This is an optimization exercise on Yosys and OpenROAD, whose aim is small area, not a production implementation. Only simulation tests tie the RTL to the original design; equivalence was not proved. Power and IR drop assume default switching activity.

`flow/config.mk`:
```
export PLATFORM = sky130hd
export DESIGN_NAME = system_bus
export DESIGN_NICKNAME = system_bus
export VERILOG_FILES = /design/flow/design.v
export SDC_FILE = /design/flow/constraint.sdc
export NUM_CORES = 4
export LEC_CHECK = 0
export CAP_MARGIN = 5
export CORE_MARGIN = 2
export CORE_UTILIZATION = 40
export PLACE_DENSITY = 0.6
export SLEW_MARGIN = 5
```
`flow/constraint.sdc`:
```
create_clock -name core_clock -period 7.0 [get_ports {clk}]
set_input_delay 1.4000 -clock core_clock [delete_from_list [all_inputs] [get_ports {clk}]]
set_output_delay 1.4000 -clock core_clock [all_outputs]
set_load 0.01 [all_outputs]
```
`flow/design.v`:
```
module system_bus
	#(parameter DATA_WIDTH = 8,
	parameter ADDR_WIDTH = 14,
	parameter NO_OF_MASTER = 4,
	parameter NO_OF_SLAVE = 8,
	parameter [NO_OF_SLAVE*ADDR_WIDTH-1:0] SLAVE_BASE_ADDR = {14'd10, 14'd20, 14'd30, 14'd40, 14'd50, 14'd60, 14'd70, 14'd80},
	parameter [NO_OF_SLAVE*ADDR_WIDTH-1:0] SLAVE_END_ADDR = {14'd19, 14'd29, 14'd39, 14'd49, 14'd59, 14'd69, 14'd79, 14'd89}
	)
	(
	input clk,
	input reset_n,
	input [ADDR_WIDTH*NO_OF_MASTER-1:0]  addr_avm,
	output [DATA_WIDTH*NO_OF_MASTER-1:0]  readdata_avm,
	input [DATA_WIDTH*NO_OF_MASTER-1:0]  writedata_avm,
	input [NO_OF_MASTER-1:0]  readen_avm,
	input [NO_OF_MASTER-1:0]  writeen_avm,
	output [NO_OF_MASTER-1:0]  readvalid_avm,
	output [NO_OF_MASTER-1:0]  writevalid_avm,
	input [NO_OF_MASTER-1:0]  waitrequest_avm,
	input [4*NO_OF_MASTER-1:0] priority_no,
	output [ADDR_WIDTH*NO_OF_SLAVE-1:0]  addr_avs,
	input [DATA_WIDTH*NO_OF_SLAVE-1:0]  readdata_avs,
	output [DATA_WIDTH*NO_OF_SLAVE-1:0]  writedata_avs,
	output [NO_OF_SLAVE-1:0]  readen_avs,
	output [NO_OF_SLAVE-1:0]  writeen_avs,
	input [NO_OF_SLAVE-1:0]  readvalid_avs,
	input [NO_OF_SLAVE-1:0]  writevalid_avs,
	output reg [NO_OF_SLAVE-1:0]  waitrequest_avs
	);
	genvar i;
	reg [3:0] readen_avm_last, writeen_avm_last;
	reg [7:0] readvalid_avs_last, writevalid_avs_last;
	always @(posedge clk or negedge reset_n)
		if (~reset_n) begin
			readen_avm_last <= 4'b0; writeen_avm_last <= 4'b0;
			readvalid_avs_last <= 8'b0; writevalid_avs_last <= 8'b0;
		end else begin
			readen_avm_last <= readen_avm; writeen_avm_last <= writeen_avm;
			readvalid_avs_last <= readvalid_avs; writevalid_avs_last <= writevalid_avs;
		end
	wire [7:0] rv_rise = readvalid_avs & ~readvalid_avs_last;
	wire [7:0] wv_rise = writevalid_avs & ~writevalid_avs_last;
	wire [7:0] v_rise = rv_rise | wv_rise;
	reg [3:0] master_rel;           
	reg       srel_v;               
	reg [2:0] srel_i;               
	wire [7:0] slave_rel = srel_v ? (8'b1 << srel_i) : 8'b0;
	reg [3:0] readen_avm_reg, writeen_avm_reg;
	always @(posedge clk or negedge reset_n)
		if (~reset_n) begin
			readen_avm_reg <= 4'b0; writeen_avm_reg <= 4'b0;
		end else begin
			readen_avm_reg <= (readen_avm & ~readen_avm_last) | (readen_avm_reg & ~master_rel);
			writeen_avm_reg <= (writeen_avm & ~writeen_avm_last) | (writeen_avm_reg & ~master_rel);
		end
	wire [7:0] mcs [0:3];           
	wire [2:0] mcs_idx [0:3];
	generate
		for (i = 0; i < 4; i = i + 1) begin : DEC
			wire [13:0] a = addr_avm[i*14 +: 14];
			assign mcs[i][0] = (a >= 14'd80) && (a <= 14'd89);
			assign mcs[i][1] = (a >= 14'd70) && (a <= 14'd79);
			assign mcs[i][2] = (a >= 14'd60) && (a <= 14'd69);
			assign mcs[i][3] = (a >= 14'd50) && (a <= 14'd59);
			assign mcs[i][4] = (a >= 14'd40) && (a <= 14'd49);
			assign mcs[i][5] = (a >= 14'd30) && (a <= 14'd39);
			assign mcs[i][6] = (a >= 14'd20) && (a <= 14'd29);
			assign mcs[i][7] = (a >= 14'd10) && (a <= 14'd19);
			assign mcs_idx[i] = {mcs[i][4] | mcs[i][5] | mcs[i][6] | mcs[i][7],
			                     mcs[i][2] | mcs[i][3] | mcs[i][6] | mcs[i][7],
			                     mcs[i][1] | mcs[i][3] | mcs[i][5] | mcs[i][7]};
		end
	endgenerate
	reg [3:0] ls12;                 
	reg [7:0] free_slaves;
	wire [3:0] act1;
	generate
		for (i = 0; i < 4; i = i + 1) begin : ACT1
			assign act1[i] = (readen_avm_reg[i] | writeen_avm_reg[i]) & ~ls12[i] & (|(mcs[i] & free_slaves));
		end
	endgenerate
	wire [15:0] pna = priority_no & {{4{act1[3]}}, {4{act1[2]}}, {4{act1[1]}}, {4{act1[0]}}};
	wire [3:0] any1 = pna[3:0] | pna[7:4] | pna[11:8] | pna[15:12];
	wire [3:0] lvl1 = {any1[3], ~any1[3] & any1[2], ~|any1[3:2] & any1[1], ~|any1[3:1] & any1[0]};
	wire [3:0] top1, oh1;
	assign top1[0] = |(pna[3:0] & lvl1);
	assign oh1[0] = (pna[3:0] == 4'b1000) | (pna[3:0] == 4'b0100) | (pna[3:0] == 4'b0010) | (pna[3:0] == 4'b0001);
	assign top1[1] = |(pna[7:4] & lvl1);
	assign oh1[1] = (pna[7:4] == 4'b1000) | (pna[7:4] == 4'b0100) | (pna[7:4] == 4'b0010) | (pna[7:4] == 4'b0001);
	assign top1[2] = |(pna[11:8] & lvl1);
	assign oh1[2] = (pna[11:8] == 4'b1000) | (pna[11:8] == 4'b0100) | (pna[11:8] == 4'b0010) | (pna[11:8] == 4'b0001);
	assign top1[3] = |(pna[15:12] & lvl1);
	assign oh1[3] = (pna[15:12] == 4'b1000) | (pna[15:12] == 4'b0100) | (pna[15:12] == 4'b0010) | (pna[15:12] == 4'b0001);
	wire [3:0] first1;
	assign first1[0] = top1[0] & ~(top1[1] | top1[2] | top1[3]);
	assign first1[1] = top1[1] & ~(top1[2] | top1[3]);
	assign first1[2] = top1[2] & ~(top1[3]);
	assign first1[3] = top1[3] & ~(1'b0);
	wire g1 = |(first1 & oh1);
	wire [1:0] idx1 = {first1[2] | first1[3], first1[1] | first1[3]};
	wire [1:0] gm1 = g1 ? idx1 : 2'd0;
	reg [1:0] msm;                  
	reg       sdd_v;                
	reg [2:0] sdd_i;                
	reg [7:0] mdm_v;                
	reg [1:0] mdm_m [0:7];          
	wire [2:0] g_slave = mcs_idx[gm1];
	always @(posedge clk or negedge reset_n)
		if (~reset_n) sdd_v <= 1'b0;
		else sdd_v <= g1;
	always @(posedge clk) begin
		msm <= gm1; sdd_i <= g_slave;
	end
	generate
		for (i = 0; i < 8; i = i + 1) begin : MDM
			always @(posedge clk or negedge reset_n)
				if (~reset_n) begin
					mdm_v[i] <= 1'b0; mdm_m[i] <= 2'b0;
				end else if (g1 && g_slave == i) begin
					mdm_v[i] <= 1'b1; mdm_m[i] <= gm1;
				end
		end
	endgenerate
	reg        s2_busy;
	reg [4:0]  s2_cnt;
	reg        s2_w;                
	reg [23:0] sr_m;
	reg [2:0]  cur_tgt;
	reg        cur_ren;
	reg        cur_ok;
	wire m2s = (~s2_w & (s2_cnt[4:1] != 4'd0)) ? sr_m[15] : sr_m[23];
	wire [13:0] sel_addr = addr_avm[msm*14 +: 14];
	wire [7:0]  sel_wd = writedata_avm[msm*8 +: 8];
	wire        sel_ren = readen_avm[msm];
	wire        sel_wen = writeen_avm[msm];
	wire        s2_last = (s2_cnt == {s2_w, ~s2_w, 3'b111});    
	wire        s2_start = ~s2_busy & sdd_v;
	always @(posedge clk or negedge reset_n)
		if (~reset_n) begin
			s2_busy <= 1'b0;
			ls12 <= 4'b0;
			free_slaves <= 8'hff;
		end else begin
			if (s2_start) begin
				s2_busy <= 1'b1;
				ls12 <= (ls12 ^ master_rel) | (4'b1 << msm);
				free_slaves <= (free_slaves | slave_rel) & ~(8'b1 << sdd_i);
			end else begin
				if (s2_busy && s2_last) s2_busy <= 1'b0;
				ls12 <= ls12 ^ master_rel;
				free_slaves <= free_slaves | slave_rel;
			end
		end
	always @(posedge clk) begin
		if (~s2_busy) begin
			s2_cnt <= 5'd0;
			s2_w <= sel_wen;
			sr_m <= {sel_ren, sel_wen, sel_wd, sel_addr};
			cur_ren <= sel_ren;
			cur_tgt <= sdd_i;
		end else begin
			s2_cnt <= s2_cnt + 5'd1;
			sr_m <= {sr_m[22:0], 1'b0};
		end
	end
	reg       ov_act;
	reg [2:0] ov_tgt;
	reg [2:0] ov_cnt;
	wire s2_cnt0 = s2_busy & (s2_cnt == 5'd0);
	wire ov_start = s2_busy & cur_ok & ~s2_w & ~cur_ren & (s2_cnt == 5'd15);
	always @(posedge clk or negedge reset_n)
		if (~reset_n) ov_act <= 1'b0;
		else ov_act <= ov_start | (ov_act & (ov_cnt != 3'd7));
	always @(posedge clk) begin
		if (s2_cnt0) cur_ok <= ~(ov_act & (ov_tgt == cur_tgt));
		if (ov_start) begin
			ov_tgt <= cur_tgt; ov_cnt <= 3'd0;
		end else
			ov_cnt <= ov_cnt + 3'd1;
	end
	wire cur_on = s2_busy & cur_ok;
	wire cur_shift = cur_on & (s2_cnt >= 5'd2) & (~cur_ren | (s2_cnt <= 5'd15));
	wire cur_end = cur_on & (cur_ren ? (s2_cnt == 5'd15) : (s2_w & (s2_cnt == 5'd23)));
	wire ov_end = ov_act & (ov_cnt == 3'd7);
	reg [13:0] addr_avs_reg [0:7];
	reg [7:0]  writedata_avs_reg [0:7];
	reg [7:0]  readen_avs_reg_out, writeen_avs_reg_out;
	reg [7:0]  readvalid_avs_reg, writevalid_avs_reg;
	reg [7:0]  readdata_avs_reg [0:7];
	reg [7:0]  slave_active;
	reg [7:0]  ls34;                
	assign readen_avs = readen_avs_reg_out;
	assign writeen_avs = writeen_avs_reg_out;
	generate
		for (i = 0; i < 8; i = i + 1) begin : SLV
			wire is_cur = (cur_tgt == i);
			wire is_ov = ov_act & (ov_tgt == i);
			wire shift = (cur_shift & is_cur) | is_ov;
			wire endc = cur_end & is_cur;
			wire endo = ov_end & (ov_tgt == i);
			always @(posedge clk or negedge reset_n)
				if (~reset_n) begin
					addr_avs_reg[i] <= 14'b0;
					writedata_avs_reg[i] <= 8'b0;
					readen_avs_reg_out[i] <= 1'b0;
					writeen_avs_reg_out[i] <= 1'b0;
				end else begin
					if (shift) begin
						writedata_avs_reg[i] <= {writedata_avs_reg[i][6:0], addr_avs_reg[i][13]};
						addr_avs_reg[i] <= {addr_avs_reg[i][12:0], m2s};
					end
					if (endc) begin
						readen_avs_reg_out[i] <= cur_ren;
						writeen_avs_reg_out[i] <= s2_w;
					end else if (endo) begin
						readen_avs_reg_out[i] <= 1'b0;
						writeen_avs_reg_out[i] <= 1'b0;
					end else if (~shift) begin
						readen_avs_reg_out[i] <= readen_avs_reg_out[i] & ~readvalid_avs[i];
						writeen_avs_reg_out[i] <= writeen_avs_reg_out[i] & ~writevalid_avs[i];
					end
				end
			assign writedata_avs[i*8 +: 8] = writedata_avs_reg[i];
			assign addr_avs[i*14 +: 14] = addr_avs_reg[i] - SLAVE_BASE_ADDR[i];
			always @(posedge clk or negedge reset_n)
				if (~reset_n) waitrequest_avs[i] <= 1'b0;
				else waitrequest_avs[i] <= v_rise[i];
			always @(posedge clk) begin
				if (v_rise[i]) begin
					readvalid_avs_reg[i] <= readvalid_avs[i];
					writevalid_avs_reg[i] <= writevalid_avs[i];
				end
				if (rv_rise[i]) readdata_avs_reg[i] <= readdata_avs[i*8 +: 8];
			end
		end
	endgenerate
	always @(posedge clk or negedge reset_n)
		if (~reset_n) slave_active <= 8'b0;
		else slave_active <= (slave_active | v_rise) & ~ls34;
	wire [3:0] act_m;
	generate
		for (i = 0; i < 4; i = i + 1) begin : ACTM
			wire [7:0] d;
			genvar j;
			for (j = 0; j < 8; j = j + 1) begin : D
				assign d[j] = slave_active[j] & (mdm_m[j] == i);
			end
			assign act_m[i] = |d;
		end
	endgenerate
	wire [3:0] any3 = (priority_no[15:12] & {4{act_m[3]}}) | (priority_no[11:8] & {4{act_m[2]}}) |
	                  (priority_no[7:4] & {4{act_m[1]}}) | (priority_no[3:0] & {4{act_m[0]}});
	wire [3:0] lvl3 = {any3[3], ~any3[3] & any3[2], ~|any3[3:2] & any3[1], ~|any3[3:1] & any3[0]};
	wire [3:0] tm, ohm;
	generate
		for (i = 0; i < 4; i = i + 1) begin : TM
			wire [3:0] p = priority_no[i*4 +: 4];
			assign tm[i] = |(p & lvl3);
			assign ohm[i] = (p == 4'b1000) | (p == 4'b0100) | (p == 4'b0010) | (p == 4'b0001);
		end
	endgenerate
	wire [7:0] top3;
	generate
		for (i = 0; i < 8; i = i + 1) begin : TOP3
			assign top3[i] = slave_active[i] & tm[mdm_m[i]];
		end
	endgenerate
	wire [2:0] gs3 = top3[7] ? 3'd7 : top3[6] ? 3'd6 : top3[5] ? 3'd5 : top3[4] ? 3'd4 :
	                 top3[3] ? 3'd3 : top3[2] ? 3'd2 : top3[1] ? 3'd1 : 3'd0;
	wire       g3 = |top3 & ohm[mdm_m[gs3]];
	reg       sms_v;                
	reg [2:0] sms_i;                
	always @(posedge clk or negedge reset_n)
		if (~reset_n) sms_v <= 1'b0;
		else sms_v <= g3;
	always @(posedge clk) sms_i <= gs3;
	reg       s4_busy;
	reg [3:0] s4_cnt;
	reg       s4_rd;                
	reg [9:0] sr_s;
	reg [3:0] me;                   
	reg [2:0] tem;                  
	reg       rel_p;                
	wire s2m = sr_s[9];
	wire       sel_rv = readvalid_avs_reg[sms_i];
	wire       sel_wv = writevalid_avs_reg[sms_i];
	wire [7:0] sel_rd = readdata_avs_reg[sms_i];
	wire [3:0] sel_me = mdm_v[sms_i] ? (4'b1 << mdm_m[sms_i]) : 4'b0;
	wire       s4_last = (s4_cnt == {s4_rd, 2'b00, 1'b1});    
	always @(posedge clk or negedge reset_n)
		if (~reset_n) begin
			s4_busy <= 1'b0;
			ls34 <= 8'b0;
			rel_p <= 1'b0;
		end else begin
			rel_p <= s4_busy & s4_last;
			if (~s4_busy) begin
				if (sms_v) begin
					s4_busy <= 1'b1;
					ls34 <= (ls34 ^ slave_rel) | (8'b1 << sms_i);
				end else
					ls34 <= ls34 ^ slave_rel;
			end else begin
				if (s4_last) s4_busy <= 1'b0;
				ls34 <= ls34 ^ slave_rel;
			end
		end
	always @(posedge clk) begin
		if (~s4_busy) begin
			s4_cnt <= 4'd0;
			s4_rd <= sel_rv;
			sr_s <= {sel_rv, sel_wv, sel_rd};
			me <= sel_me;
			tem <= sms_i;
		end else begin
			s4_cnt <= s4_cnt + 4'd1;
			sr_s <= {sr_s[8:0], 1'b0};
		end
	end
	wire [3:0] rel_m = mdm_v[tem] ? (4'b1 << mdm_m[tem]) : 4'b0;
	always @(posedge clk or negedge reset_n)
		if (~reset_n) begin
			master_rel <= 4'b0;
			srel_v <= 1'b0;
		end else begin
			master_rel <= rel_p ? rel_m : 4'b0;
			srel_v <= rel_p;
		end
	always @(posedge clk) srel_i <= tem;
	reg [7:0] readdata_avm_reg [0:3];
	reg [3:0] readvalid_avm_reg_out, writevalid_avm_reg_out;
	assign readvalid_avm = readvalid_avm_reg_out;
	assign writevalid_avm = writevalid_avm_reg_out;
	wire s4_c1 = (s4_cnt == 4'd1);
	wire s4_c2p = (s4_cnt >= 4'd2);
	wire s4_c9 = (s4_cnt == 4'd9);
	generate
		for (i = 0; i < 4; i = i + 1) begin : MST
			wire a = s4_busy & me[i];
			wire hold = readen_avm[i] | writeen_avm[i] | waitrequest_avm[i];
			always @(posedge clk or negedge reset_n)
				if (~reset_n) begin
					readdata_avm_reg[i] <= 8'b0;
					readvalid_avm_reg_out[i] <= 1'b0;
					writevalid_avm_reg_out[i] <= 1'b0;
				end else begin
					if (a & s4_c2p) readdata_avm_reg[i] <= {readdata_avm_reg[i][6:0], s2m};
					readvalid_avm_reg_out[i] <= a ? s4_c9 : (hold & readvalid_avm_reg_out[i]);
					writevalid_avm_reg_out[i] <= a ? (s4_c1 & s2m) : (hold & writevalid_avm_reg_out[i]);
				end
			assign readdata_avm[i*8 +: 8] = readdata_avm_reg[i];
		end
	endgenerate
endmodule
```
`flow/flow/run.sh`:
```
#!/bin/bash
# ORFS layout through the standard.sh, with three changes to how the
# layout is made:
#  - synthesis maps the logic with an area-oriented ABC script
#    (flow/abc_map.script) in place of ORFS's speed script; everything else
#    in synthesis, including flip-flop mapping, is ORFS's own;
#  - every port is buffered with buf_1 rather than the default buffer;
#  - the clock tree is built from clkbuf_2 without dummy loads.
set -euo pipefail
rm -rf scripts_local
cp -r "$FLOW_HOME/scripts" scripts_local
cp flow/abc_map.script scripts_local/abc_speed.script
export SCRIPTS_DIR="$PWD/scripts_local"
export BUFFER_PORTS_ARGS="-buffer_cell sky130_fd_sc_hd__buf_1"
export CTS_ARGS="-sink_clustering_enable -repair_clock_nets -dont_use_dummy_load -buf_list sky130_fd_sc_hd__clkbuf_2 -root_buf sky130_fd_sc_hd__clkbuf_8"
bash standard.sh > standard.log 2>&1
```
`flow/flow/abc_map.script`:
```
&get -n
&st
&syn2
&dch -f
&nf -a -R 1000 -F 4 -A 4
&put
&get -n
&st
&syn2
&dch -f
&nf -a -R 1000 -F 4 -A 4
&put
```
`flow/standard.sh`:
```
#!/bin/bash
# synth_recipe.tcl (not shown) runs the flow's synth.tcl, then flattens the netlist and writes it again
# the make line also repeats each setting of config.mk as NAME=value (left out here)
make -C /OpenROAD-flow-scripts/flow DESIGN_CONFIG=/design/flow/config.mk WORK_HOME=/design/flow/orfs CLKGATE_MAP_FILE= SYNTH_SCRIPT=/design/flow/synth_recipe.tcl "${@:-finish}"
```
==> results of run 1 <==
layer usage:
| metal | up-vias | track usage [%] | wire, um |
|---|---|---|---|
| li1 | 7723 | - | - |
| met1 | 8286 | 28.3 | 25600 |
| met2 | 642 | 36.3 | 29500 |
| met3 | 117 | 7.79 | 5300 |
| met4 | 2 | 8.71 | 1480 |
| met5 | - | 0 | 12 |
through the flow:
stage / instances / worst slack (ns) / TNS (ns)
finish: 3070 / 0.645 / 0
global route: 3068 / 0.125 / 0
global placement: 2932 / 0.154 / 0
detailed placement: 2932 / -0.0847 / -0.330
CTS: 3068 / 0.741 / 0
floorplan: 1772 / 0.109 / 0
power by group:
part	switching, W	internal, W
Sequential	0.000326	0.00324
Combinational	0.000854	0.000523
Clock	0.00105	0.000514
Total	0.00223	0.00427
Yosys cell counts (all sizes together), types with 7 or more instances:
cell type and instances:
a211oi 7, a21o 7, a21oi 64, a221oi 12, a22oi 26, a31oi 11, a32oi 7, and3 12
clkinv 64, dfrtp 327, dfstp 8, dfxtp 57, edfxtp 97, ha 11, mux2 217, mux2i 17
mux4 32, nand2 223, nand2b 21, nand3 43, nand3b 10, nand4 11, nor2 155, nor2b 18
nor3 34, nor3b 9, nor4 22, o211ai 11, o21ai 77, o22ai 23, o31ai 10, or2 7
or3 12, or4 8, xnor2 23, xor2 23
layout make-up:
cell class                      instances  area, sq um  area share, %
Sequential cell                       489        12400           50.2
Multi-Input combinational cell       1219         8610           34.7
Timing Repair Buffer                  472         1930           7.79
Tap cell                              688          861           3.47
Clock buffer                          136          689           2.78
Inverter                               64          240          0.969
Antenna cell                            2         5.00         0.0202
worst max-delay path, delay by kind of cell:
family | cells | cell delay (ns)
simple gates | 10 | 1.75
compound gates | 12 | 2.84
mux | 1 | 0.35
buf+inv | 4 | 0.62
worst min-delay path by stage:
| stage | end | slack [ns] | from |
|---|---|---|---|
| floorplan | srel_v | 0.35 | rel_p |
| global placement | readen_avm_reg[2] | 0.40 | readen_avm_last[2] |
| detailed placement | sr_m[19] | 0.41 | sr_m[18] |
| CTS | sr_m[7] | 0.34 | sr_m[6] |
| global route | sr_m[7] | 0.39 | sr_m[6] |
| finish | sr_m[7] | 0.36 | sr_m[6] |
cell families (layout without fill, tap and decap cells):
kind of cell               Yosys count  count (layout)
other                                0               2
DFF                                489             489
buffers and inverters               64             672
and+or+nand+nor                    601             601
muxes                              266             266
xor gates and xnor gates            46              46
AOI/OAI and AO/OA                  295             295
adders and majority gates           11              11
==> metrics.md, run 1 <==
| Metric | Value |
|---|---|
| Run status | `no timing/DRC/antenna violations` |
| DIE AREA | `55,000 sq um` |
| HP Class | `reg -> reg` |
| Reg2Reg Depth | `25` |
| Die X | `between 200 and 250 um` |
| Peak fanout along the critical path | `6` |
| Num rows | `84` |
| PD cells | `approximately 260 nW/um^2` |
| Slowest CP cell | `a211oi_1` |
| DP Area | `24,100 sq um` |
| DR vias/cell | `approximately 5.5` |
| CP Capture Point | `mdm_m[1][0]` |
| Max cap viols | `0` |
| Initial antenna violation count | `2` |
| Layout Area Growth over Synthesis | `16.7%` |
| IO Port Bufs | `around 440` |
| Clock Tree Buf Depth | `3` |
| DR vias | `16,800` |
| Max reg flops | `roughly 110` |
| Reg2reg end | `sms_v` |
| Skew final | `around 0.11 ns` |
| Final std cell area, no fill | `24,800 sq um` |
| # clock sinks | `about 490` |
| CTS Buf Count | `136` |
| Final ANT Viol Nets | `0` |
| Hold path depth | `2` |
| Worst setup EP type | `register` |
| CP Launch Type | `primary input` |
| Vias in the first global route | `roughly 17,000` |
| Mux cell area share after synthesis | `around 16%` |
| Post-Route WL | `a little over 60,000 um` |
| Worst Setup SP | `addr_avm[7]` |
| Mean Syn Cell Area | `roughly 12 sq um` |
| Final core occ | `between 40% and 50%` |
| Max-slew headroom | `20.3%` |
| Area contributors post-synth | `dfrtp_1 (39%), edfxtp_1 (14%), mux2_1 (12%)` |
| Synth Area in Compound Gates | `8.98%` |
| Worst Path Required | `7.63 ns` |
| Grt ovf | `0` |
| Ys flop type | `dfrtp_1` |
| Lkg Pwr | `between 10 and 15 nW` |
| I/O pin total | `about 440` |
| Drt pass-1 iters | `6` |
| Setup Buffers After CTS | `0` |
| Commonest cells after routing, fill and taps aside | `buf_1 (436), dfrtp_1 (327), nand2_1 (223)` |
| Seq/Total Area, Yosys | `58.6%` |
| Post-cts sizing count | `0` |
| Synth Warn # | `6` |
| Core area | `52,600 sq um` |
| Path type of the worst setup path | `in -> reg` |
| VDD IR-drop max | `118 uV` |
| Worst R2R Start | `mdm_m[1][0]` |
| Worst-Skew Late Latency | `~0.8 ns` |
| # DRC | `0` |
| Reg2reg setup slack | `roughly 0.72 ns` |
| GPL Wtd Cong | `0.952` |
| Fin. Hold Viols | `0` |
| # fillers | `between 4,000 and 5,000` |
| Largest area contributor in the synthesized netlist | `dfrtp_1` |
| RSZ-0062 raised after global routing | `no` |
| Routed length per instance | `20.2 um` |
| Yosys reg bits | `between 400 and 500` |
| Cts hold-fix bufs | `0` |
| Mapped Cells | `between 1,500 and 2,000` |
| DP Wirelength | `between 40,000 and 50,000 um` |
| GRT Util Overall | `between 20 and 25%` |
| Fmax | `approximately 0.16 GHz` |
| Xor/xnor share of the synthesized area | `around 1.9%` |
| Pins Over Slew Limit | `0` |
| Largest family of logic cells by synthesized area | `multiplexers` |
| Final setup vio count | `0` |
| Minimum clock period | `roughly 6.4 ns` |
| Adder-cell area share of the yosys netlist | `less than 1%` |
| Final period util | `90.8%` |
| Nets | `roughly 2,600` |
| Synth top area share | `between 30% and 40%` |
| Design Power | `between 0.006 and 0.007 W` |
| Crit-path most repeated cell | `nand2_1` |
| Worst EP arrival | `around 7 ns` |
| Fin Hold WS | `about 0.36 ns` |
| Starting Density | `roughly two fifths` |
| Worst-path clk slew | `0.10 ns` |
| Die H | `234 um` |
| Global-route wire length before repair | `95,300 um` |
| Unique masters post-synth | `58` |
| H-tree Lvls | `4` |
| CP peak stage delay | `approximately 0.55 ns` |
| Net Count, Synth | `between 1,500 and 2,000` |
| Post-synth ARST share | `68.5%` |
| Share of cells above drive strength 1 | `between 9 and 10%` |
| Iteration-0 DRC count of the detailed router | `approximately 1,100` |
| Synth Area in Simple Gates | `between 10% and 20%` |
| CTS tree | `yes` |
| Root buf cell | `clkbuf_8` |
| Slew @ Worst Pin | `around 1.2 ns` |
| Most common cell after layout, fill and taps aside | `buf_1` |
| Largest net degree at the start of global routing | `160` |
| EDFF count, synth | `between 90 and 100` |
| Cell Area, Synth | `about 21,000 sq um` |
==> run 2: changes to the inputs <==
==> flow/config.mk (replaced) <==
export PLATFORM = sky130hd
export DESIGN_NAME = system_bus
export DESIGN_NICKNAME = system_bus
export VERILOG_FILES = /design/flow/design.v
export SDC_FILE = /design/flow/constraint.sdc
export NUM_CORES = 4
export LEC_CHECK = 0
export CAP_MARGIN = 20
export CORE_MARGIN = 2
export CORE_UTILIZATION = 55
export PLACE_DENSITY = 0.7
export SLEW_MARGIN = 20
==> run 2 against run 1 <==
Net effect:
- hold slack better by 0.036 ns
- area after synthesis unchanged
- maximum frequency down 2.8%
- critical endpoint is now mdm_m[5][1]
- sequential power about the same
- sequential share of layout area up 0.45 points
- register-to-register slack better by 0.11 ns
- critical path depth unchanged
==> metrics.md, run 2 <==
| Metric | Value |
|---|---|
| Run status | `no timing/DRC/antenna violations` |
| Worst Path Required | `7.45 ns (-0.18 ns)` |
| H-tree Lvls | `3 (-1)` |
| CTS tree | `yes` |
| DIE AREA | `40,200 sq um (-27%)` |
| Switching share of power | `33.2% (-1.1 points)` |
| Worst-path clk slew | `0.09 ns (about the same)` |
| Path type of the worst setup path | `in -> reg` |
| Synth top area share | `38.5% (unchanged)` |
| Unique masters post-synth | `58 (unchanged)` |
| Post-cts sizing count | `0 (unchanged)` |
| Cts hold-fix bufs | `0 (unchanged)` |
| Max-slew headroom | `23.8% (+3.5 points)` |
| Global-route wire length before repair | `92,400 um (-3.0%)` |
| Fin worst setup slack | `0.459 ns (-0.185 ns)` |
| Clock Tree Buf Depth | `3 (unchanged)` |
| Lkg Pwr | `10.7 nW (-0.38%)` |
| Starting Density | `56.1% (+16 points)` |
| Num rows | `71 (-15%)` |
| Root buf cell | `clkbuf_8` |
| Clock Power Share | `23.6% (-0.5 points)` |
| Mapped Cells | `1,772 (unchanged)` |
| Int Pwr | `0.00430 W (+0.52%)` |
| Grt ovf | `0 (unchanged)` |
| Die X | `201 um (-14%)` |
| Vias in the first global route | `17,000 (+0.33%)` |
| Iteration-0 DRC count of the detailed router | `1,187 (+13%)` |
| Worst setup EP type | `register` |
| Layout Area Growth over Synthesis | `15.6%` |
| DP Wirelength | `42,500 um (-6.3%)` |
| Net Count, Synth | `1,981 (unchanged)` |
| Peak fanout along the critical path | `8 (+2)` |
| Nets | `2,574 (-0.66%)` |
| Seq pwr share | `55.2% (+0.4 points)` |
| Fin. Hold Viols | `0 (unchanged)` |
| Final ANT Viol Nets | `0 (unchanged)` |
| Cell Area, Synth | `21,200 sq um (unchanged)` |
| Core area | `37,800 sq um (-28%)` |
| Initial antenna violation count | `4 (+2)` |
| VDD IR-drop max | `146 uV (+24%)` |
| Max cap viols | `0 (unchanged)` |
| Share of cells above drive strength 1 | `8.93% (-0.36 points)` |
| Max reg flops | `112 (unchanged)` |
| CTS Buf Count | `120 (-12%)` |
| Pins Over Slew Limit | `0 (unchanged)` |
| Fmax | `0.153 GHz (-2.8%)` |
| IO Port Bufs | `437 (unchanged)` |
| Mean Syn Cell Area | `12.0 sq um (unchanged)` |
| # DRC | `0 (unchanged)` |
| Post-synth ARST share | `68.5% (unchanged)` |
| Worst-Skew Late Latency | `0.64 ns (-0.16 ns)` |
| Most common cell after layout, fill and taps aside | `buf_1` |
| DR vias | `16,600 (-1.0%)` |
| HP Class | `reg -> reg` |
| Final period util | `93.4% (+2.6 points)` |
| Minimum clock period | `6.54 ns (+0.185 ns)` |
| Post-Route WL | `57,600 um (-6.9%)` |
| Ys flop type | `dfrtp_1` |
| Fin Hold WS | `0.400 ns (+0.0359 ns)` |
| Slew @ Worst Pin | `1.14 ns (-0.0549 ns)` |
| PD cells | `262 nW/um^2 (-0.22%)` |
| Routed length per instance | `20.0 um (-0.67%)` |
| Worst EP arrival | `6.99 ns (about the same)` |
| Skew final | `0.0831 ns (-0.0246 ns)` |
| Synth Warn # | `6 (unchanged)` |
| Largest area contributor in the synthesized netlist | `dfrtp_1` |
| Area contributors post-synth | `dfrtp_1 (39%), edfxtp_1 (14%), mux2_1 (12%)` |
| GRT Util Overall | `28.9% (+6.3 points)` |
| Sw Pwr | `0.00214 W (-4.2%)` |
| CP Launch Type | `primary input` |
| DR vias/cell | `5.77 (+5.6%)` |
| Final setup vio count | `0 (unchanged)` |
| Largest net degree at the start of global routing | `161 (+0.63%)` |
| Top cells by count, synth | `dfrtp_1 (327), nand2_1 (223), mux2_1 (217), nor2_1 (155), edfxtp_1 (97)` |
| Die H | `201 um (-14%)` |
| Most numerous cell in the Yosys netlist | `dfrtp_1` |
| I/O pin total | `438 (unchanged)` |
| Part of the power in combinational logic | `21.1% (about the same)` |
| GPL Wtd Cong | `0.962 (+1.1%)` |
| Seq/Total Area, Yosys | `58.6% (unchanged)` |
| Setup WS pre-CTS | `-0.0609 ns (+0.0238 ns)` |
| Yosys reg bits | `489 (unchanged)` |
| RSZ-0062 raised after global routing | `no` |
| Drt pass-1 iters | `5 (-1)` |
| Setup Buffers After CTS | `0 (unchanged)` |
| Commonest cells after routing, fill and taps aside | `buf_1 (436), dfrtp_1 (327), nand2_1 (223)` |
| EDFF count, synth | `97 (unchanged)` |
| # clock sinks | `489 (unchanged)` |
-- run 2: cell counts after synthesis --
Identical to the previous run, type by type.
-- run 2: kinds of logic after synthesis --
logic type               share of synthesized area (%)
AND/OR/NAND/NOR                                   13.1
XOR/XNOR                                          1.90
adder cells (fa/ha/maj)                          0.648
AO/OA/AOI/OAI                                     8.98
flip-flops                                        58.6
buffers and inverters                             1.13
multiplexers                                      15.7
-- run 2: worst paths after layout --
path	to	slack, ns	cells past startpoint	start
setup reg to reg	sms_v	0.83	23	mdm_m[0][1]
hold reg to reg	sr_m[11]	0.40	2	sr_m[10]
hold / removal	sr_m[11]	0.40	2	sr_m[10]
setup / recovery	mdm_m[5][1]	0.46	27	addr_avm[55]
min in group asynchronous	addr_avs_reg[7][7]	0.69	1	reset_n
max in group asynchronous	readdata_avm_reg[1][3]	5.12	2	reset_n
-- run 2: critical path, cell delays in order --
cell      delay (ns)
buf_1           0.11
or4_1           0.52
nor4_1          0.29
buf_4           0.19
nand2b_1        0.13
nor4b_1         0.34
buf_4           0.17
a21oi_1         0.07
a311oi_1        0.33
buf_4           0.20
a22oi_1         0.10
nand3_1         0.13
clkinv_1        0.11
and3_1          0.21
a211o_1         0.29
nand2_1         0.11
and2_0          0.17
nand2_1         0.08
o211ai_1        0.24
a21boi_2        0.29
buf_4           0.19
mux2i_1         0.07
o21ai_0         0.53
clkinv_1        0.18
nand3_1         0.14
nor2_1          0.08
mux2_1          0.31
-- run 2: metrics by stage --
stage                     setup TNS (ns)  utilization (%)  total power (W)  instance area, sq um  std cells
after floorplan                        0                -          0.00436                 21200       1772
after global placement                 0             63.0          0.00491                 23800       2753
after detailed placement          -0.312             63.0          0.00495                 23800       2753
after CTS                              0             64.8          0.00648                 24500       2873
after global routing                   0             64.9          0.00683                 24600       2877
final                                  0             64.9          0.00643                 24600       2877
-- run 2: per-layer routing --
metal	wire, um	track usage, %	share of wire (%)	up-vias
met5	13	0	0.023	-
met4	1870	11.9	3.3	2
met3	4640	7.71	8.1	118
met2	27300	46.5	47	644
met1	23800	37.4	41	8141
li1	-	-	-	7696
-- run 2: power groups by stage --
| stage | Sequential [W] | Combinational (W) | Clock, W |
|---|---|---|---|
| after floorplan | 0.00355 | 0.000815 | 0 |
| after global placement | 0.00359 | 0.00132 | 0 |
| after detailed placement | 0.00360 | 0.00135 | 0 |
| after CTS | 0.00354 | 0.00135 | 0.00158 |
| after global routing | 0.00360 | 0.00152 | 0.00172 |
| final | 0.00355 | 0.00136 | 0.00152 |
-- run 2: final cells by class --
| class | count | area (sq um) |
|---|---|---|
| Timing Repair Buffer | 471 | 1930 |
| Tap cell | 511 | 639 |
| Fill cell | 3142 | 13300 |
| Sequential cell | 489 | 12400 |
| Clock buffer | 120 | 679 |
| Inverter | 64 | 240 |
| Antenna cell | 3 | 7.51 |
| Multi-Input combinational cell | 1219 | 8620 |
==> run 3: changes to the inputs <==
--- a/flow/flow/run.sh
+++ b/flow/flow/run.sh
@@ -5,7 +5,8 @@
 #    (flow/abc_map.script) in place of ORFS's speed script; everything else
 #    in synthesis, including flip-flop mapping, is ORFS's own;
 #  - every port is buffered with buf_1 rather than the default buffer;
-#  - the clock tree is built from clkbuf_2 without dummy loads.
+#  - the clock tree is built from clkbuf_2 (clkbuf_8 at the root) without
+#    dummy loads.
 set -euo pipefail
 rm -rf scripts_local
 cp -r "$FLOW_HOME/scripts" scripts_local
--- a/flow/config.mk
+++ b/flow/config.mk
@@ -7,6 +7,6 @@
 export LEC_CHECK = 0
 export CAP_MARGIN = 20
 export CORE_MARGIN = 2
-export CORE_UTILIZATION = 55
-export PLACE_DENSITY = 0.7
+export CORE_UTILIZATION = 40
+export PLACE_DENSITY = 0.6
 export SLEW_MARGIN = 20
==> run 3 against run 2 <==
Net effect:
- non-clock buffer count grew 2
- still clean
- critical path depth is 1 lower
- clock power is essentially flat
- sequential cell count did not move
- die area grew 37%
- sequential power about the same
- critical endpoint is now mdm_m[1][0]
==> metrics.md, run 3 <==
| Metric | Value |
|---|---|
| Run status | `no timing/DRC/antenna violations` |
| RSZ-0062 raised after global routing | `no` |
| Worst-path clk slew | `0.11 ns (+0.02 ns)` |
| Max-slew headroom | `26.9% (+3.1 points)` |
| Commonest cells after routing, fill and taps aside | `buf_1 (436), dfrtp_1 (326), nand2_1 (223)` |
| Unique masters post-synth | `58 (unchanged)` |
| Area contributors post-synth | `dfrtp_1 (39%), edfxtp_1 (14%), mux2_1 (12%)` |
| Largest net degree at the start of global routing | `160 (-0.62%)` |
| Post-synth ARST share | `68.5% (unchanged)` |
| Final setup vio count | `0 (unchanged)` |
| Final period util | `90.8% (-2.7 points)` |
| Largest area contributor in the synthesized netlist | `dfrtp_1` |
| CTS Buf Count | `135 (+13%)` |
| Grt ovf | `0 (unchanged)` |
| Ys flop type | `dfrtp_1` |
| Max reg flops | `112 (unchanged)` |
| Die X | `234 um (+17%)` |
| Final std cell area, no fill | `24,800 sq um (+1.0%)` |
| Final ANT Viol Nets | `0 (unchanged)` |
| Fin Hold WS | `0.365 ns (-0.0359 ns)` |
| Most numerous cell in the Yosys netlist | `dfrtp_1` |
| Most common cell after layout, fill and taps aside | `buf_1` |
| Sw Pwr | `0.00222 W (+4.1%)` |
| DP Area | `24,100 sq um (+1.1%)` |
| Int Pwr | `0.00427 W (-0.58%)` |
| Routed length per instance | `20.2 um (+0.77%)` |
| Global-route wire length before repair | `95,600 um (+3.5%)` |
| Pins Over Slew Limit | `0 (unchanged)` |
| HP Class | `reg -> reg` |
| DP Wirelength | `45,400 um (+6.8%)` |
| Net Count, Synth | `1,981 (unchanged)` |
| Worst-Skew Late Latency | `0.82 ns (+0.18 ns)` |
| Cell Area, Synth | `21,200 sq um (unchanged)` |
| H-tree Lvls | `4 (+1)` |
| Setup WS pre-CTS | `-0.0251 ns (+0.0358 ns)` |
| Core area | `52,600 sq um (+39%)` |
| Iteration-0 DRC count of the detailed router | `1,311 (+10%)` |
| Seq pwr share | `54.9% (-0.3 points)` |
| Cts hold-fix bufs | `0 (unchanged)` |
| GRT Util Overall | `22.8% (-6.1 points)` |
| Nets | `2,591 (+0.66%)` |
| Skew final | `0.139 ns (+0.0559 ns)` |
| Synth Warn # | `6 (unchanged)` |
| PD cells | `262 nW/um^2 (about the same)` |
| CP Launch Type | `primary input` |
| Lkg Pwr | `10.8 nW (+0.41%)` |
| Mean Syn Cell Area | `12.0 sq um (unchanged)` |
| # clock sinks | `489 (unchanged)` |
| Fin worst setup slack | `0.647 ns (+0.188 ns)` |
| Top cells by count, synth | `dfrtp_1 (327), nand2_1 (223), mux2_1 (217), nor2_1 (155), edfxtp_1 (97)` |
| Num rows | `84 (+18%)` |
| Worst Path Required | `7.60 ns (+0.15 ns)` |
| Reg2reg setup slack | `0.75 ns (-0.08 ns)` |
| Share of cells above drive strength 1 | `9.45% (+0.52 points)` |
| DR vias/cell | `5.43 (-5.9%)` |
| Drt pass-1 iters | `6 (+1)` |
| IO Port Bufs | `437 (unchanged)` |
| Worst setup EP type | `register` |
| Setup Buffers After CTS | `0 (unchanged)` |
| Initial antenna violation count | `5 (+1)` |
| Post-cts sizing count | `0 (unchanged)` |
| EDFF count, synth | `97 (unchanged)` |
| # DRC | `0 (unchanged)` |
| Die H | `234 um (+17%)` |
| Part of the power in combinational logic | `21.3% (+0.2 points)` |
| Synth top area share | `38.5% (unchanged)` |
| Post-Route WL | `62,000 um (+7.6%)` |
| Path type of the worst setup path | `in -> reg` |
| VDD IR-drop max | `120 uV (-18%)` |
| I/O pin total | `438 (unchanged)` |
| Mapped Cells | `1,772 (unchanged)` |
| Worst EP arrival | `6.95 ns (-0.04 ns)` |
| Seq/Total Area, Yosys | `58.6% (unchanged)` |
| Fin. Hold Viols | `0 (unchanged)` |
| Root buf cell | `clkbuf_8` |
| Layout Area Growth over Synthesis | `16.8%` |
| Slew @ Worst Pin | `1.09 ns (-0.0483 ns)` |
| Clock Power Share | `23.9% (+0.3 points)` |
| Max cap viols | `0 (unchanged)` |
| Clock Tree Buf Depth | `3 (unchanged)` |
| GPL Wtd Cong | `0.952 (-1.1%)` |
| CTS tree | `yes` |
| Fmax | `0.157 GHz (+3.0%)` |
| Peak fanout along the critical path | `6 (-2)` |
| Switching share of power | `34.2% (+1.0 points)` |
| DR vias | `16,700 (+0.49%)` |
| Starting Density | `40.4% (-16 points)` |
| Yosys reg bits | `489 (unchanged)` |
| Vias in the first global route | `17,000 (-0.14%)` |
| DIE AREA | `55,000 sq um (+37%)` |
| Minimum clock period | `6.35 ns (-0.188 ns)` |
==> run 3: changes by cell type in the layout (fill, tap and decap cells not counted), moves of 2 or more <==
cell,delta
clkbuf_8,-8
diode_2,+2
nor2_1,+2
nor3_2,-2
buf_4,+2
clkbuf_2,+23
nor2_2,-2
==> run 3: kinds of logic (layout without fill, tap and decap cells) <==
family,after synthesis,in the layout,share of synthesized area (%)
adders and majority gates,11,11,0.648
DFF,489,489,58.6
other,0,5,0
AOI/OAI and AO/OA,295,295,8.98
buffers and inverters,64,672,1.13
xor gates and xnor gates,46,46,1.90
and+or+nand+nor,601,601,13.1
muxes,266,266,15.7
==> run 3: per-stage QoR <==
stage / setup TNS (ns) / total power, W / utilization, % / cells
3_5_place_dp: -0.0472 / 0.00500 / 45.9 / 2933
6_report: 0 / 0.00650 / 47.2 / 3073
5_1_grt: 0 / 0.00695 / 47.2 / 3072
2_1_floorplan: 0 / 0.00436 / - / 1772
3_3_place_gp: 0 / 0.00495 / 45.8 / 2932
4_1_cts: 0 / 0.00660 / 47.2 / 3068
==> run 3: path summary, 6_finish.rpt <==
| path | from | to | depth (start not counted) |
|---|---|---|---|
| max | addr_avm[7] | mdm_m[1][0] | 26 |
| max reg2reg | slave_active[0] | sms_v | 23 |
| max in group asynchronous | reset_n | s2_busy | 2 |
| min reg2reg | sr_m[21] | sr_m[22] | 1 |
| min | sr_m[21] | sr_m[22] | 1 |
| min in group asynchronous | reset_n | writedata_avs_reg[3][1] | 1 |
==> run 3: layer usage <==
metal  part of all wire (%)  track usage [%]
met5                  0.026                0
met4                    2.1             8.22
met3                    8.6             8.22
met2                     48             36.5
met1                     41             28.3
==> run 3: power groups by stage <==
stage,combinational [W],clock (W),sequential [W]
global route,0.00155,0.00179,0.00361
detailed placement,0.00138,0,0.00362
floorplan,0.000815,0,0.00355
CTS,0.00139,0.00165,0.00356
finish,0.00138,0.00155,0.00356
global placement,0.00135,0,0.00360
==> run 3: critical path, stage by stage <==
cell       delay (ns)
buf_1            0.09
nor3_1           0.25
nand4b_1         0.27
a2111oi_0        0.53
buf_4            0.22
a22oi_1          0.08
nand3_1          0.09
a21oi_1          0.06
a211oi_1         0.56
nand2_1          0.17
and3_1           0.23
and3_1           0.23
a211o_1          0.31
nand2_1          0.12
and2_0           0.18
nand2_1          0.08
o211ai_1         0.26
a21boi_2         0.28
nand2_1          0.10
a311oi_1         0.29
o21ai_0          0.11
o21ai_0          0.16
clkinv_1         0.14
buf_4            0.16
nor2_1           0.20
mux2_1           0.35
==> run 3: area by class of cell <==
class | instances | area [sq um]
fillers | 5031 | 27700
flip-flops and latches | 489 | 12400
multi-input cells | 1219 | 8620
repair buffers | 473 | 1940
well taps | 688 | 861
clock buffers | 135 | 684
inverters | 64 | 240
diodes | 5 | 12.5
==> run 4: changes to the inputs <==
==> flow/flow/abc_map.script (replaced) <==
&get -n
&st
&deepsyn -T 60
&dch -f
&nf -a -R 1000 -F 4 -A 4
&put
&get -n
&st
&syn2
&dch -f
&nf -a -R 1000 -F 4 -A 4
&put
==> run 4 against run 3 <==
Net effect:
- global-route usage increased by 1.3 points
- die area decreased by 1.5%
- utilization increased by 0.058 points
- register-to-register slack improved by 0.80 ns
- critical path depth decreased by 3
- count of clock-buffer cells in the layout decreased by 2
- routed wire length increased by 4.8%
- non-clock buffer count decreased by 15
- setup slack improved by 0.10 ns
- sequential share of layout area increased by 0.94 points
- total power increased by 4.2%
==> metrics.md, run 4 <==
| Metric | Value |
|---|---|
| Area of the multi-input gates | `8270 sq um (-4.0%)` |
| GRT Util Overall | `24.0% (+1.3 points)` |
| Seq/Total Area, Yosys | `59.5% (+0.93 points)` |
| Post-cts sizing count | `0 (unchanged)` |
| VDD IR-drop max | `144 uV (+20%)` |
| Yosys reg bits | `489 (unchanged)` |
| Share of cells above drive strength 1 | `6.75% (-2.7 points)` |
| Layout Area Growth over Synthesis | `16.4%` |
| Nets | `2,758 (+6.4%)` |
| Top Family by Delay on Critical Path | `compound AO/OA/AOI/OAI gates` |
| Most common cell after layout, fill and taps aside | `nand2_1` |
| Sum Neg Setup Slack | `0 ns (unchanged)` |
| RSZ-0062 raised after global routing | `no` |
| EDFF count, synth | `97 (unchanged)` |
| Final std cell area, no fill | `24,300 sq um (-1.9%)` |
| DR vias/cell | `5.48 (+0.90%)` |
| Final ANT Viol Nets | `0 (unchanged)` |
| Max reg flops | `112 (unchanged)` |
| Synth top area share | `39.1% (+0.61 points)` |
| Largest net degree at the start of global routing | `103 (-36%)` |
| Worst-path clk slew | `0.09 ns (-0.02 ns)` |
| Worst setup EP type | `register` |
| Num rows | `83 (-1.2%)` |
| PD cells | `278 nW/um^2 (+6.2%)` |
| Worst Path Required | `7.64 ns (+0.04 ns)` |
| Mapped Cells | `1,956 (+10%)` |
| Register area | `12,400 sq um (about the same)` |
| # clock sinks | `489 (unchanged)` |
| Cts hold-fix bufs | `0 (unchanged)` |
| Max cap viols | `0 (unchanged)` |
| DP Wirelength | `47,300 um (+4.1%)` |
| Run status | `no timing/DRC/antenna violations` |
| Vias in the first global route | `17,500 (+3.1%)` |
| Ys flop type | `dfrtp_1` |
| Grt ovf | `0 (unchanged)` |
| Area contributors post-synth | `dfrtp_1 (39%), edfxtp_1 (14%), nand2_1 (8.5%)` |
| IO Port Bufs | `437 (unchanged)` |
| Path type of the worst setup path | `in -> reg` |
| Top cells by count, synth | `nand2_1 (471), dfrtp_1 (327), nor2_1 (144), mux2_1 (105), edfxtp_1 (97)` |
| Slew @ Worst Pin | `1.14 ns (+0.0511 ns)` |
| H-tree Lvls | `4 (unchanged)` |
| Cell Area, Synth | `20,900 sq um (-1.6%)` |
| Starting Density | `40.6% (+0.17 points)` |
| Largest area contributor in the synthesized netlist | `dfrtp_1` |
| Die X | `233 um (-0.77%)` |
| Clock Tree Buf Depth | `3 (unchanged)` |
| Crit-path cells | `buf_1, nor2b_1, a21oi_1, o211ai_1, o21ai_0, o211ai_1, o21ai_0, a21oi_1, nor2_1, o21ai_0, clkinv_1, a22oi_1, a21boi_0, a21oi_1, or4_1, nand2b_1, or3_1, nand2_1, a31oi_1, o32a_1, clkinv_1, nor4_1, mux2_1` |
| Fin. Hold Viols | `0 (unchanged)` |
| Iteration-0 DRC count of the detailed router | `1,241 (-5.3%)` |
| Worst EP arrival | `6.88 ns (-0.07 ns)` |
| Setup Buffers After CTS | `0 (unchanged)` |
| Skew final | `0.0754 ns (-0.0637 ns)` |
| CP bufs+invs | `3 (-1)` |
| Slowest CP cell | `nor4_1` |
| # DRC | `0 (unchanged)` |
| Initial antenna violation count | `4 (-1)` |
| Post-Route WL | `65,000 um (+4.8%)` |
| Most numerous cell in the Yosys netlist | `nand2_1` |
| Post-synth ARST share | `68.5% (unchanged)` |
| Peak fanout along the critical path | `10 (+4)` |
| GPL Wtd Cong | `0.930 (-2.3%)` |
| Net Count, Synth | `2,165 (+9.3%)` |
| Core area | `51,500 sq um (-2.0%)` |
| Unique masters post-synth | `62 (+6.9%)` |
| Minimum clock period | `6.25 ns (-0.105 ns)` |
| Final setup vio count | `0 (unchanged)` |
| Synth Warn # | `6 (unchanged)` |
| DIE AREA | `54,100 sq um (-1.5%)` |
| Max-slew headroom | `23.6% (-3.3 points)` |
| CTS tree | `yes` |
| Fmax | `0.160 GHz (+1.7%)` |
| I/O pin total | `438 (unchanged)` |
| Worst-Skew Late Latency | `0.77 ns (-0.05 ns)` |
| CTS Buf Count | `133 (-1.5%)` |
| DR vias | `17,700 (+6.0%)` |
| Final period util | `89.3% (-1.5 points)` |
| HP Class | `reg -> reg` |
| CP Launch Type | `primary input` |
| Commonest cells after routing, fill and taps aside | `nand2_1 (471), buf_1 (436), dfrtp_1 (327)` |
| Die H | `233 um (-0.77%)` |
| DP Area | `23,700 sq um (-1.9%)` |
| Pins Over Slew Limit | `0 (unchanged)` |
| Lkg Pwr | `10.7 nW (-0.85%)` |
| Root buf cell | `clkbuf_8` |
| Global-route wire length before repair | `99,700 um (+4.3%)` |
| Mean Syn Cell Area | `10.7 sq um (-11%)` |
| Routed length per instance | `20.1 um (-0.30%)` |
| # fillers | `5,014 (-0.34%)` |
| CP peak stage delay | `0.65 ns (+0.09 ns)` |
| Drt pass-1 iters | `5 (-1)` |
==> run 4: path summary, 6_finish.rpt <==
kind                                      from                 end  slack (ns)  depth (start not counted)
worst max-delay path              addr_avm[32]         mdm_m[3][1]        0.75                         23
worst min-delay path                   sr_s[1]             sr_s[2]        0.37                          2
worst max register to register  free_slaves[1]         mdm_m[3][1]        1.55                         17
worst min register to register         sr_s[1]             sr_s[2]        0.37                          2
max in group asynchronous              reset_n  addr_avs_reg[1][0]        4.97                          2
min in group asynchronous              reset_n  addr_avs_reg[2][7]        0.76                          1
==> run 4: stage by stage <==
stage	hold slack, ns	total power, W	cells	util [%]	worst slack (ns)
final	0.367	0.00677	3229	47.3	0.752
after global routing	0.415	0.00723	3228	47.3	0.261
after CTS	0.398	0.00686	3226	47.2	0.843
after detailed placement	0.414	0.00528	3093	45.9	0.0401
after global placement	0.406	0.00524	3093	45.9	0.388
after floorplan	0.354	0.00458	1956	-	1.29
==> run 4: power by group <==
group,internal [W],leakage (nW),switching [W]
Clock,0.000504,0.555,0.00104
Combinational,0.000613,4.30,0.000992
Sequential,0.00329,5.84,0.000335
==> run 4: cell families after synthesis <==
kind of cell,count (synthesis),synth area share [%]
multiplexers,119,6.32
adder cells (fa/ha/maj),11,0.658
AO/OA/AOI/OAI,393,13.1
AND/OR/NAND/NOR,830,17.3
buffers and inverters,72,1.29
XOR/XNOR,42,1.76
flip-flops,489,59.5
==> run 4: worst register-to-register path, cell delays in order, from the launching register on <==
cell and delay (ns):
dfstp_2 0.65, nor2b_1 0.17, a31oi_1 0.05, or3_1 0.32
a221o_1 0.31, a311oi_1 0.56, o21ai_0 0.19, o211a_1 0.20
a211o_1 0.29, a21oi_1 0.13, or4_1 0.16, nand2b_1 0.07
or3_1 0.53, nand2_1 0.27, o21ai_0 0.23, nand2b_1 0.26
nor4_1 0.60, mux2_1 0.38
==> run 4: metal layers <==
layer / vias up / wire length, um / global-route usage [%]
li1: 8207 / - / -
met1: 8689 / 26500 / 30.2
met2: 679 / 31900 / 39.4
met3: 113 / 5030 / 7.22
met4: 0 / 1520 / 8.38
met5: - / 0 / 0
==> run 4: area by class of cell <==
| cell class | instances | share of cell area (%) |
|---|---|---|
| well taps | 680 | 3.49 |
| clock buffers | 133 | 2.77 |
| flip-flops and latches | 489 | 51.1 |
| inverters | 72 | 1.11 |
| repair buffers | 458 | 7.51 |
| multi-input cells | 1395 | 34.0 |
| diodes | 2 | 0.0206 |
==> run 5: changes to the inputs <==
==> flow/flow/abc_map.script (replaced) <==
&get -n
&st
&deepsyn -T 60
&dch -f
&nf -a -R 1000 -F 4 -A 4
&put
&get -n
&st
&deepsyn -T 60
&dch -f
&nf -a -R 1000 -F 4 -A 4
&put
==> run 5 against run 4 <==
Net effect:
- sequential cell count unchanged
- critical endpoint is now mdm_m[2][1]
- area after synthesis fell by 1.3%
- clock skew rose by 0.066 ns
- highest routed layer is now met5
- critical path depth is 3 lower
- combinational power up 46%
- first-iteration DRC count is 25% higher
- sequential power up 11%
- die area down 1.2%
- synthesized cell count is 1.3% higher
==> metrics.md, run 5 <==
| Metric | Value |
|---|---|
| Yosys reg bits | `489 (unchanged)` |
| Routed length per instance | `20.1 um (about the same)` |
| GRT Util Overall | `24.5% (+0.49 points)` |
| Mean Syn Cell Area | `10.4 sq um (-2.5%)` |
| Synth Warn # | `6 (unchanged)` |
| Slew @ Worst Pin | `1.13 ns (-0.0142 ns)` |
| Die H | `231 um (-0.62%)` |
| Vias in the first global route | `17,600 (+0.43%)` |
| Die X | `231 um (-0.62%)` |
| Post-Route WL | `65,600 um (+1.0%)` |
| Nets | `2,786 (+1.0%)` |
| Post-synth ARST share | `68.5% (unchanged)` |
| Starting Density | `40.3% (-0.27 points)` |
| I/O pin total | `438 (unchanged)` |
| Cts hold-fix bufs | `0 (unchanged)` |
| HP Class | `reg -> reg` |
| CTS tree | `yes` |
| Num rows | `83 (unchanged)` |
| Grt ovf | `0 (unchanged)` |
| Final core occ | `47.1% (-0.20 points)` |
| Max cap viols | `0 (unchanged)` |
| Final std cell area, no fill | `24,100 sq um (-1.0%)` |
| VDD IR-drop max | `171 uV (+18%)` |
| Worst Path Required | `7.62 ns (-0.02 ns)` |
| Reg2Reg Depth | `20 (+3)` |
| Peak fanout along the critical path | `9 (-1)` |
| Most numerous cell in the Yosys netlist | `nand2_1` |
| Lkg Pwr | `10.8 nW (+0.69%)` |
| Global-route wire length before repair | `101,000 um (+1.1%)` |
| PD cells | `329 nW/um^2 (+18%)` |
| Hold path depth | `1 (-1)` |
| Hold_sp | `ls34[6]` |
| Unique masters post-synth | `61 (-1.6%)` |
| Max-slew headroom | `24.5% (+0.95 points)` |
| # DRC | `0 (unchanged)` |
| H-tree Lvls | `4 (unchanged)` |
| Final period util | `83.6% (-5.6 points)` |
| Worst setup EP type | `register` |
| CTS Buf Count | `135 (+1.5%)` |
| Design Power | `0.00792 W (+17%)` |
| DR vias | `17,800 (+0.66%)` |
| Largest area contributor in the synthesized netlist | `dfrtp_1` |
| Net Count, Synth | `2,190 (+1.2%)` |
| Post-cts sizing count | `0 (unchanged)` |
| GPL Wtd Cong | `0.916 (-1.5%)` |
| Clock Tree Buf Depth | `3 (unchanged)` |
| Ys flop type | `dfrtp_1` |
| RSZ-0062 raised after global routing | `no` |
| DIE AREA | `53,500 sq um (-1.2%)` |
| # clock sinks | `489 (unchanged)` |
| Seq/Total Area, Yosys | `60.3% (+0.76 points)` |
| Reg2reg end | `sms_v` |
| Layout Area Growth over Synthesis | `16.7%` |
| Fin. Hold Viols | `0 (unchanged)` |
| EDFF count, synth | `97 (unchanged)` |
| Share of cells above drive strength 1 | `6.80% (+0.043 points)` |
| Fmax | `0.171 GHz (+6.7%)` |
| DR vias/cell | `5.46 (-0.33%)` |
| Drt pass-1 iters | `9 (+4)` |
| Top cells by count, synth | `nand2_1 (581), dfrtp_1 (327), nor2_1 (139), edfxtp_1 (97), mux2_1 (73)` |
| Final ANT Viol Nets | `0 (unchanged)` |
| Setup Buffers After CTS | `0 (unchanged)` |
| Cell Area, Synth | `20,600 sq um (-1.3%)` |
| Area contributors post-synth | `dfrtp_1 (40%), edfxtp_1 (14%), nand2_1 (11%)` |
| IO Port Bufs | `437 (unchanged)` |
| Worst Hold End | `slave_active[6]` |
| Root buf cell | `clkbuf_8` |
| Commonest cells after routing, fill and taps aside | `nand2_1 (581), buf_1 (436), dfrtp_1 (327)` |
| Path type of the worst setup path | `in -> reg` |
| DP Wirelength | `47,600 um (+0.72%)` |
| Minimum clock period | `5.85 ns (-0.393 ns)` |
| CP Launch Type | `primary input` |
| Core area | `51,200 sq um (-0.60%)` |
| Max reg flops | `112 (unchanged)` |
| Mapped Cells | `1,981 (+1.3%)` |
| Synth top area share | `39.6% (+0.50 points)` |
| Skew final | `0.141 ns (+0.0656 ns)` |
| Run status | `no timing/DRC/antenna violations` |
| Initial antenna violation count | `6 (+2)` |
| Iteration-0 DRC count of the detailed router | `1,551 (+25%)` |
| Worst EP arrival | `6.48 ns (-0.40 ns)` |
| Worst R2R Start | `mdm_m[1][1]` |
| Most common cell after layout, fill and taps aside | `nand2_1` |
| DP Area | `23,400 sq um (-1.1%)` |
| Final setup vio count | `0 (unchanged)` |
| Worst-path clk slew | `0.10 ns (about the same)` |
| Sum Neg Setup Slack | `0 ns (unchanged)` |
| Reg2reg setup slack | `1.49 ns (-0.06 ns)` |
| Pins Over Slew Limit | `0 (unchanged)` |
| Worst-Skew Late Latency | `0.83 ns (+0.06 ns)` |
| Largest net degree at the start of global routing | `164 (+59%)` |
run 5: changes by cell type in the layout (fill, tap and decap cells not counted), moves of 11 or more:
cell      before  now
nand2b_1      21   36
a22o_1        28   13
o21ai_0       76   63
mux2i_1       14    3
a21oi_1       63   49
nand2_1      471  581
a222oi_1       9   42
mux2_1       105   73
run 5: cell families after synthesis:
group | synth area share [%]
buf+inv | 1.24
xor+xnor | 1.36
simple gates | 19.7
compound gates | 12.6
flops | 60.3
fa+ha+maj | 0.666
mux | 4.17
run 5: report_power, final:
part           internal, W  leakage, nW  total, W  switching (W)
logic             0.000864         4.45   0.00234        0.00147
registers          0.00349         5.75   0.00402       0.000533
clock network     0.000511        0.564   0.00157        0.00105
run 5: worst max-delay path by stage:
stage,start,to,slack [ns],cells past startpoint
6_report,addr_avm[17],mdm_m[2][1],1.15,20
4_1_cts,addr_avm[35],mdm_m[2][1],1.35,22
3_5_place_dp,addr_avm[35],mdm_m[2][1],0.56,22
5_1_grt,addr_avm[35],mdm_m[4][0],0.83,22
2_1_floorplan,addr_avm[3],mdm_m[4][0],1.40,19
3_3_place_gp,addr_avm[35],mdm_m[2][1],0.69,22
run 5: final cells by class:
cell class / instances / area, sq um
fill: 4946 / 27100
sequential: 489 / 12400
multi-input combinational: 1424 / 8010
timing repair buffer: 459 / 1830
tap: 680 / 851
clock buffer: 135 / 684
inverter: 68 / 255
antenna: 6 / 15.0
run 5: metrics by stage:
| step | setup WS [ns] | cells | hold slack, ns |
|---|---|---|---|
| finish | 1.15 | 3261 | 0.398 |
| CTS | 1.35 | 3255 | 0.417 |
| detailed placement | 0.565 | 3120 | 0.411 |
| global placement | 0.685 | 3119 | 0.402 |
| global route | 0.826 | 3260 | 0.406 |
| floorplan | 1.40 | 1981 | 0.373 |
run 5: critical path, stage by stage:
cell and delay [ns]:
buf_1 0.23, o31ai_1 0.49, a22o_1 0.26, nor2_1 0.05, a2111oi_0 0.43, a21oi_1 0.09
a221oi_1 0.69, o21ai_0 0.23, and3_1 0.26, a22o_1 0.19, o31ai_1 0.29, or2_0 0.31
nand2b_1 0.12, nand2b_1 0.17, a21o_1 0.18, o22ai_1 0.30, clkinv_1 0.18, nor2_1 0.15
nand2_1 0.13, mux2_1 0.34
run 5: routing by layer:
layer / share of wire, % / track usage [%]
met1: 42 / 31.3
met2: 47 / 39.0
met3: 8.6 / 8.44
met4: 2.2 / 8.08
met5: 0.062 / 0

[separate check: timing with driven ports]
No port has a modelled driver above. Below, the same layouts with a new extraction and two added sets of constraints. Step 1 (the two cells are an assumption about what drives the block):
set clk [get_ports {clk}]
set_driving_cell -lib_cell sky130_fd_sc_hd__clkbuf_16 $clk
set_driving_cell -lib_cell sky130_fd_sc_hd__buf_2 [delete_from_list [all_inputs] $clk]
Step 2, shift: input delay + t, output delay - t, t = (earliest + latest rising clock arrival at the registers) / 2. This alone moves slack from input paths to output paths. a / b / c = no drivers / after step 1 / after step 2; a / b = the first two.
| run | shift t [ns] | setup WS [ns] | worst setup path after step 2 | worst data-port slew with drivers (ns) | pins driven straight from the clock port |
|---|---|---|---|---|---|
| run 1 | 0.791 | 0.645 / 0.676 / -0.115 | input to register | 0.12 | 1 |
| run 2 | 0.655 | 0.459 / 0.483 / -0.172 | input to register | 0.10 | 1 |
| run 3 | 0.787 | 0.647 / 0.676 / -0.111 | input to register | 0.12 | 1 |
| run 4 | 0.784 | 0.752 / 0.758 / -0.027 | input to register | 0.09 | 1 |
| run 5 | 0.818 | 1.145 / 1.182 / 0.364 | input to register | 0.10 | 1 |
With both steps, setup timing fails in run 1, run 2, run 3 and run 4, where it was met with ideal ports. The setup slack of run 5, which loses most, moves by +0.037 ns with the drivers and by -0.781 ns with both steps.
